From an optimization exercise on the open Yosys and OpenROAD flow, aimed at small area; shortcuts taken in it are not production practice.
The RTL of this run was laid out without a check of its function.

==> flow/design.v <==
module oneD_DCT( input clk,rst,
               input signed [9:0] x0,x1,x2,x3,x4,x5,x6,x7,
               output reg signed [9:0] xo0,xo1,xo2,xo3,xo4,xo5,xo6,xo7);
reg signed [9:0] a0,a1,a2,a3,a4,a5,a6,a7;
wire signed [9:0] b0,b1,b2,b3,b4,b5,b6,b7;
wire signed [9:0] c0,c1,c2,c3,c4,c5,c6,c7;
wire signed [9:0] d0,d1,d2,d3,d4,d5,d6,d7,d8;
wire signed [9:0] e0,e1,e2,e3,e4,e5,e6,e7,e8;
wire signed [9:0] f0,f1,f2,f3,f4,f5,f6,f7;
wire signed [9:0] s0,s1,s2,s3,s4,s5,s6,s7;
localparam  signed [9:0] m1 =10'b0010110101 ,    
           		m2 =10'b0001100001 ,             
          		m3 =10'b0010001010 ;             
localparam signed [9:0] m4 =10'b0101001110 ;     
always@(posedge clk)
begin
    if(rst)
        begin
            a0 <= 0;
            a1 <= 0;
            a2 <= 0;
            a3 <= 0;
            a4 <= 0;
            a5 <= 0;
            a6 <= 0;
            a7 <= 0;
            xo0 <= 10'd0;
            xo1 <= 10'd0;
            xo2 <= 10'd0;
            xo3 <= 10'd0;
            xo4 <= 10'd0;
            xo5 <= 10'd0;
            xo6 <= 10'd0;
            xo7 <= 10'd0;
        end
    else 
	begin
            a0 <= x0;
            a1 <= x1;
            a2 <= x2;
            a3 <= x3;
            a4 <= x4;
            a5 <= x5;
            a6 <= x6;
            a7 <= x7;
            xo0 <= s0;
            xo1 <= s1;
            xo2 <= s2;
            xo3 <= s3;
            xo4 <= s4;
            xo5 <= s5;
            xo6 <= s6;
            xo7 <= s7;
            end
end
assign b0 = a0 + a7;
assign b1 = a1 + a6;
assign b2 = a2 - a4;
assign b3 = a1 - a6;
assign b4 = a2 + a5;
assign b5 = a3 + a4;
assign b6 = a2 - a5;
assign b7 = a0 - a7;
assign c0 = b0 + b5;
assign c1 = b1 - b4;
assign c2 = b2 + b6;
assign c3 = b1 + b4;
assign c4 = b0 - b5;
assign c5 = b3 + b7;
assign c6 = b3 + b6;
assign c7 = b7;
assign d0 = c0 + c3;
assign d1 = c0 - c3;
assign d2 = c2;
assign d3 = c1 + c4;
assign d4 = c2 - c5;
assign d5 = c4;
assign d6 = c5;
assign d7 = c6;
assign d8 = c7;
assign e0 = d0;
assign e1 = d1;
wire signed [19:0] p2 = m3 * d2;
wire signed [19:0] p3 = m1 * d7;
wire signed [19:0] p4 = m4 * d6;
wire signed [19:0] p6 = m1 * d3;
wire signed [19:0] p7 = m2 * d4;
assign e2 = p2[17:8] + (p2[19] & (|p2[7:0]));    
assign e3 = p3[17:8] + (p3[19] & (|p3[7:0]));    
assign e4 = p4[17:8] + (p4[19] & (|p4[7:0]));    
assign e5 = d5;
assign e6 = p6[17:8] + (p6[19] & (|p6[7:0]));    
assign e7 = p7[17:8] + (p7[19] & (|p7[7:0]));    
assign e8 = d8;
assign f0 = e0;
assign f1 = e1;
assign f2 = e5 + e6;
assign f3 = e5 - e6;
assign f4 = e3 + e8;
assign f5 = e8 - e3;
assign f6 = e2 + e7;
assign f7 = e4 + e7;
assign s0 = f0;
assign s1 = f4 + f7;
assign s2 = f2;
assign s3 = f5 - f6;
assign s4 = f1;
assign s5 = f5 + f6;
assign s6 = f3;
assign s7 = f4 - f7;
endmodule
module top (    input clk,rst, enin, enout,
                input signed [9:0] datain,
                output reg signed [9:0] dataout);
reg signed [9:0] seg [7:0][7:0];   
reg signed [9:0] seg_r [7:0][7:0];   
reg signed [9:0] seg_c [7:0][7:0];   
reg signed [9:0] seg_q [7:0][7:0];   
reg [3:0] i,j,u,v;    
integer ri,rj;    
reg [2:0] k,n;
wire [2:0] l;
reg [1:0] s;
reg [9:0]  x0,x1,x2,x3,x4,x5,x6,x7;
wire [9:0] xo0,xo1,xo2,xo3,xo4,xo5,xo6,xo7;
function signed [9:0] q50;
    input [2:0] r, c;
    case ({r, c})
        6'o00: q50 = 10'd16;
        6'o01: q50 = 10'd11;
        6'o02: q50 = 10'd10;
        6'o03: q50 = 10'd16;
        6'o04: q50 = 10'd24;
        6'o05: q50 = 10'd40;
        6'o06: q50 = 10'd51;
        6'o07: q50 = 10'd61;
        6'o10: q50 = 10'd12;
        6'o11: q50 = 10'd12;
        6'o12: q50 = 10'd14;
        6'o13: q50 = 10'd19;
        6'o14: q50 = 10'd26;
        6'o15: q50 = 10'd58;
        6'o16: q50 = 10'd60;
        6'o17: q50 = 10'd55;
        6'o20: q50 = 10'd14;
        6'o21: q50 = 10'd13;
        6'o22: q50 = 10'd16;
        6'o23: q50 = 10'd24;
        6'o24: q50 = 10'd40;
        6'o25: q50 = 10'd57;
        6'o26: q50 = 10'd69;
        6'o27: q50 = 10'd56;
        6'o30: q50 = 10'd14;
        6'o31: q50 = 10'd17;
        6'o32: q50 = 10'd22;
        6'o33: q50 = 10'd29;
        6'o34: q50 = 10'd51;
        6'o35: q50 = 10'd87;
        6'o36: q50 = 10'd80;
        6'o37: q50 = 10'd62;
        6'o40: q50 = 10'd18;
        6'o41: q50 = 10'd22;
        6'o42: q50 = 10'd37;
        6'o43: q50 = 10'd56;
        6'o44: q50 = 10'd68;
        6'o45: q50 = 10'd109;
        6'o46: q50 = 10'd103;
        6'o47: q50 = 10'd77;
        6'o50: q50 = 10'd24;
        6'o51: q50 = 10'd35;
        6'o52: q50 = 10'd55;
        6'o53: q50 = 10'd64;
        6'o54: q50 = 10'd81;
        6'o55: q50 = 10'd104;
        6'o56: q50 = 10'd113;
        6'o57: q50 = 10'd92;
        6'o60: q50 = 10'd49;
        6'o61: q50 = 10'd64;
        6'o62: q50 = 10'd78;
        6'o63: q50 = 10'd87;
        6'o64: q50 = 10'd103;
        6'o65: q50 = 10'd121;
        6'o66: q50 = 10'd120;
        6'o67: q50 = 10'd101;
        6'o70: q50 = 10'd72;
        6'o71: q50 = 10'd92;
        6'o72: q50 = 10'd95;
        6'o73: q50 = 10'd98;
        6'o74: q50 = 10'd112;
        6'o75: q50 = 10'd100;
        6'o76: q50 = 10'd103;
        6'o77: q50 = 10'd99;
        default: q50 = 10'd0;
    endcase
endfunction
always@( posedge clk)
begin
    if(rst) begin
		for (ri = 0; ri < 8; ri = ri + 1) begin
    		for (rj = 0; rj < 8; rj = rj + 1) begin
     			 seg[ri][rj] <= 8'd0;
  			end
  		end
    		{i,j,u,v} <= 0;
		dataout <= 10'd0;
    end
    else if(enin &&(i<8))
    begin
		seg[i][j] <= datain;
      	if(j==7) begin
            j <= 0;
            i <= i+1;
		end
        else
        	j <= j+1;
    end
	else if(enout&&(u<8))
	begin
		dataout <= seg_q[u][v];
      	if(v==7) begin
            v <= 0;
            u <= u+1;
		end
        else
        	v <= v+1;
	end
end
always @( posedge clk)
begin
	if(rst)
		{k,s} <=0;
    else if(!rst && !enin)
    begin
        if(s<2) begin
            {x0,x1,x2,x3,x4,x5,x6,x7} <= {seg[k][0],seg[k][1],seg[k][2],seg[k][3],seg[k][4],seg[k][5],seg[k][6],seg[k][7]};
            {seg_r[l][0],seg_r[l][1],seg_r[l][2],seg_r[l][3],seg_r[l][4],seg_r[l][5],seg_r[l][6],seg_r[l][7]}  <= {xo0,xo1,xo2,xo3,xo4,xo5,xo6,xo7};
            k <= k+1;
            if(k==7)
                s <= s+1;
         end
        else begin
            {x0,x1,x2,x3,x4,x5,x6,x7} <= {seg_r[0][k],seg_r[1][k],seg_r[2][k],seg_r[3][k],seg_r[4][k],seg_r[5][k],seg_r[6][k],seg_r[7][k]};
            {seg_c[0][l],seg_c[1][l],seg_c[2][l],seg_c[3][l],seg_c[4][l],seg_c[5][l],seg_c[6][l],seg_c[7][l]}  <= {xo0,xo1,xo2,xo3,xo4,xo5,xo6,xo7};
            k <= k+1;
            if(k==7)
                s <= s+1;
        end
    end
end    
always @( posedge clk)
begin
	if(rst)
		n <=0;
 	else if(!rst && !enin) begin
        if(s<2)
         begin
            {seg_q[n][0],seg_q[n][1],seg_q[n][2],seg_q[n][3],seg_q[n][4],seg_q[n][5],seg_q[n][6],seg_q[n][7]}
                <= { seg_c[n][0]/q50(n,3'd0),seg_c[n][1]/q50(n,3'd1),seg_c[n][2]/q50(n,3'd2),seg_c[n][3]/q50(n,3'd3),seg_c[n][4]/q50(n,3'd4),seg_c[n][5]/q50(n,3'd5),seg_c[n][6]/q50(n,3'd6),seg_c[n][7]/q50(n,3'd7)};
            n <= n+1;
         end
    end
end 
assign l = k+5;
oneD_DCT r1( clk,rst,
            x0,x1,x2,x3,x4,x5,x6,x7,
            xo0,xo1,xo2,xo3,xo4,xo5,xo6,xo7);
endmodule
==> flow/run.sh <==
#!/bin/bash
# synth_recipe.tcl (not shown) runs the flow's synth.tcl, then flattens the netlist and writes it again
# the make line also repeats each setting of config.mk as NAME=value (left out here)
make -C /OpenROAD-flow-scripts/flow DESIGN_CONFIG=/design/flow/config.mk WORK_HOME=/design/flow/orfs CLKGATE_MAP_FILE= SYNTH_SCRIPT=/design/flow/synth_recipe.tcl finish
==> flow/config.mk <==
export PLATFORM = sky130hd
export DESIGN_NAME = top
export DESIGN_NICKNAME = top
export VERILOG_FILES = /design/flow/design.v
export SDC_FILE = /design/flow/constraint.sdc
export NUM_CORES = 4
export LEC_CHECK = 0
export CAP_MARGIN = 20
export CORE_MARGIN = 2
export CORE_UTILIZATION = 40
export PLACE_DENSITY = 0.6
export SLEW_MARGIN = 20
==> flow/constraint.sdc <==
create_clock -name core_clock -period 20.0 [get_ports {clk}]
set_input_delay 4.0000 -clock core_clock [delete_from_list [all_inputs] [get_ports {clk}]]
set_output_delay 4.0000 -clock core_clock [all_outputs]
set_load 0.01 [all_outputs]
==> run summary <==
CORE AREA=359000 µm²; Clk Latency, worst-skew pair=0.96 ns; fin. max-slew vios=0; CP max stage delay=0.51 ns; first-pass GRT wire length=620000 µm; DP HPWL=288000 µm; Slew headroom=0.158; CTS tree=done; top_reg_cell synth=edfxtp_1; yosys warns=2; asr flop ratio synth=0; sequential element share of the synthesized area=0.563; initial antenna violation count=50; Yosys reg bits=2766; fillers=31500; drt first pass iters=6; setup tns final=0 ns; flop-to-flop setup slack=0.91 ns; EDFF count, synth=2576; syn_nets=11600; Setup Crit Path Kind=reg2reg; final period utilization=0.955; routed wire length=431000 µm; clock sinks=2766; Startpoint Class=register; Worst Hold Class=reg2reg; layout cells sized above 1=0.155; # IOs=24; vias per cell=5.74; post-route ant nets=0; Clock Tree Root=clkbuf_16; Wirelength per Cell=27.3 µm; CTS clk-pin slew, worst paths=0.07 ns; final std cells w/o fill=15800; synthesized area=144000 µm²; CTS Buf Count=295; commonest non-fill, non-tap cells in the layout=edfxtp_1, ha_1, and2_1; Critical Path RT=20.62 ns; Horiz. Die Dim=604 µm; R2R cell count=85; Clock Skew=0.114 ns; Area Growth Syn to Fin=12.0%; worst hold margin=0.449 ns; Die ar.=365000 µm²; Slowest-stage cell, CP=mux4_2; initial drt markers=10100; Starting Density=0.402; dpl cells=15200; crit path time final=19.09 ns; Max clock buf depth=4; largest net degree at the start of global routing=121; CP Max Fanout=13; Critical Path AT=19.71 ns; CTS HTree Levels=5; Rows=220; Final Hold Viols=0; Avg Inst Size Synth=13.6 µm²; CP Capture Type=register; Hold Path Depth=1; Netlist cell types=106; gr usage total=0.232; remaining global-route overflow=0; vias in the first global route=89700; die height=604 µm; vias=90900; remaining routing DRC violations=0; commonest non-fill, non-tap cell in the layout=edfxtp_1; setup violators final=0; Placer Congestion=0.909; Max-cap violations=0; worst-margin pin slew=1.26 ns; Port Buffers=23; status=timing/DRC/antenna clean; post-layout net count=11800; Mapped Cells=10600; Peak Freq=52.4 MHz
-- cell type report --
cell class	instances	area, µm²	area share
Clock inverter	166	1650	0.0102
Sequential cell	2766	81300	0.504
Multi-Input combinational cell	6825	59500	0.369
Inverter	525	1970	0.0122
Tap cell	4773	5970	0.0370
Clock buffer	372	7870	0.0488
Timing Repair Buffer	381	3090	0.0192
Antenna cell	17	42.5	0.000264
-- cells by family after synthesis --
family                     count (synthesis)  share of synthesized area
AOI/OAI and AO/OA                       1814                     0.0841
DFF                                     2766                      0.563
and+or+nand+nor                         2521                     0.0910
adders and majority gates                979                     0.0919
xor gates and xnor gates                 492                     0.0309
buffers and inverters                   1025                     0.0287
muxes                                   1019                      0.110
-- critical path, delay by kind of cell (launching register included) --
kind	cells	cell delay, ns
xor+xnor	1	0.16
flops	1	0.47
buf+inv	10	1.77
compound gates	41	7.76
mux	7	2.26
simple gates	16	3.47
fa+ha+maj	10	2.96
-- per-stage QoR --
step           utilization  worst slack (ns)  cell area [µm²]
2_1_floorplan            -            0.0153           144000
3_3_place_gp         0.421            -0.367           151000
3_5_place_dp         0.421            -0.834           151000
4_1_cts              0.448           0.00883           161000
5_1_grt              0.450           -0.0438           161000
6_report             0.450             0.906           161000
-- path summary, 6_finish.rpt --
check	start	end
worst max-delay path	n[0]	seg_q[44][9]
worst min register to register	x2[7]	r1.a2[7]
worst min-delay path	x2[7]	r1.a2[7]
worst max register to register	n[0]	seg_q[44][9]
-- per-layer routing --
layer	share of wire	wire length, µm	vias to the layer above	GRT usage
met3	0.077	33200	646	0.0293
met1	0.41	175000	46200	0.311
met2	0.48	209000	3747	0.390
met4	0.033	14200	2	0.0759
li1	-	-	40200	-
met5	0.000025	11	-	0
-- cell usage after synthesis, types with 14 or more instances --
cell / instances / area, µm²
a31oi_1: 35 / 219
o2bb2ai_1: 42 / 368
clkbuf_1: 348 / 1310
mux4_2: 428 / 9640
a21boi_0: 39 / 293
o21bai_1: 101 / 758
buf_2: 31 / 155
and2_1: 675 / 4220
buf_6: 14 / 158
and3_1: 31 / 194
fa_1: 132 / 2640
nor2b_1: 169 / 1060
a22oi_1: 87 / 653
or3_1: 37 / 231
o21ai_0: 367 / 1840
xnor2_1: 329 / 2880
nor3b_1: 19 / 143
ha_1: 847 / 10600
nand3_1: 81 / 405
a211oi_1: 44 / 330
inv_1: 523 / 1960
a221oi_1: 89 / 780
edfxtp_1: 2576 / 77400
nand4_1: 26 / 163
buf_1: 80 / 300
a21o_1: 125 / 938
a21oi_1: 423 / 2120
nor3_1: 247 / 1240
buf_4: 22 / 165
mux2i_1: 429 / 4290
dfxtp_1: 190 / 3800
nor2_1: 675 / 2530
or2_2: 106 / 663
o22ai_1: 23 / 144
o31ai_1: 49 / 368
nand2b_1: 77 / 482
nor4_1: 21 / 131
a41oi_1: 17 / 149
mux2_2: 156 / 1760
xor2_1: 153 / 1340
o21a_1: 184 / 1380
nand2_1: 298 / 1120
o211ai_1: 29 / 218
-- sequential cells by signal, indices dropped and copies added (netlist names), 608 cells and up --
register and flops:
seg_r 608, seg 640, seg_q 640, seg_c 608
-- repair_timing --
action | CTS | global route
hold buffers | 0 | 0
gates cloned | 0 | 1
buffers inserted | 2 | 21
gates resized for setup | 8 | 84
setup endpoints to repair | 66 | 400
pin swaps | 0 | 12
endpoints found under the hold margin | 0 | 0

[static timing again, ports no longer ideal]
How much do the figures lean on ideal ports? The routed layout below was timed once more, with nothing changed but the port constraints. Step 1 (the two cells are an assumption about what drives the block):
set clk [get_ports {clk}]
set_driving_cell -lib_cell sky130_fd_sc_hd__clkbuf_16 $clk
set_driving_cell -lib_cell sky130_fd_sc_hd__buf_2 [delete_from_list [all_inputs] $clk]
Step 2 adds t to the input delays and takes it off the output delays; t is the mean of the earliest and latest rising clock arrival at the registers after step 1. Input paths then give back, and output paths get back, about the clock's delay inside the block. Three values: no drivers, after step 1, after step 2; two values: the first two.
t, ns: 1.007
slack for setup (ns): 0.906 / 0.906 / 0.906
latest minus earliest clock arrival (ns): 0.114 / 0.114
worst register clock-pin slew, ns: 0.07 / 0.07
worst slew at a driven data input, ns: 0.07
After both steps this run still meets setup and hold. The setup slack of this run moves by 0.000 ns with the drivers and by 0.000 ns with both steps.
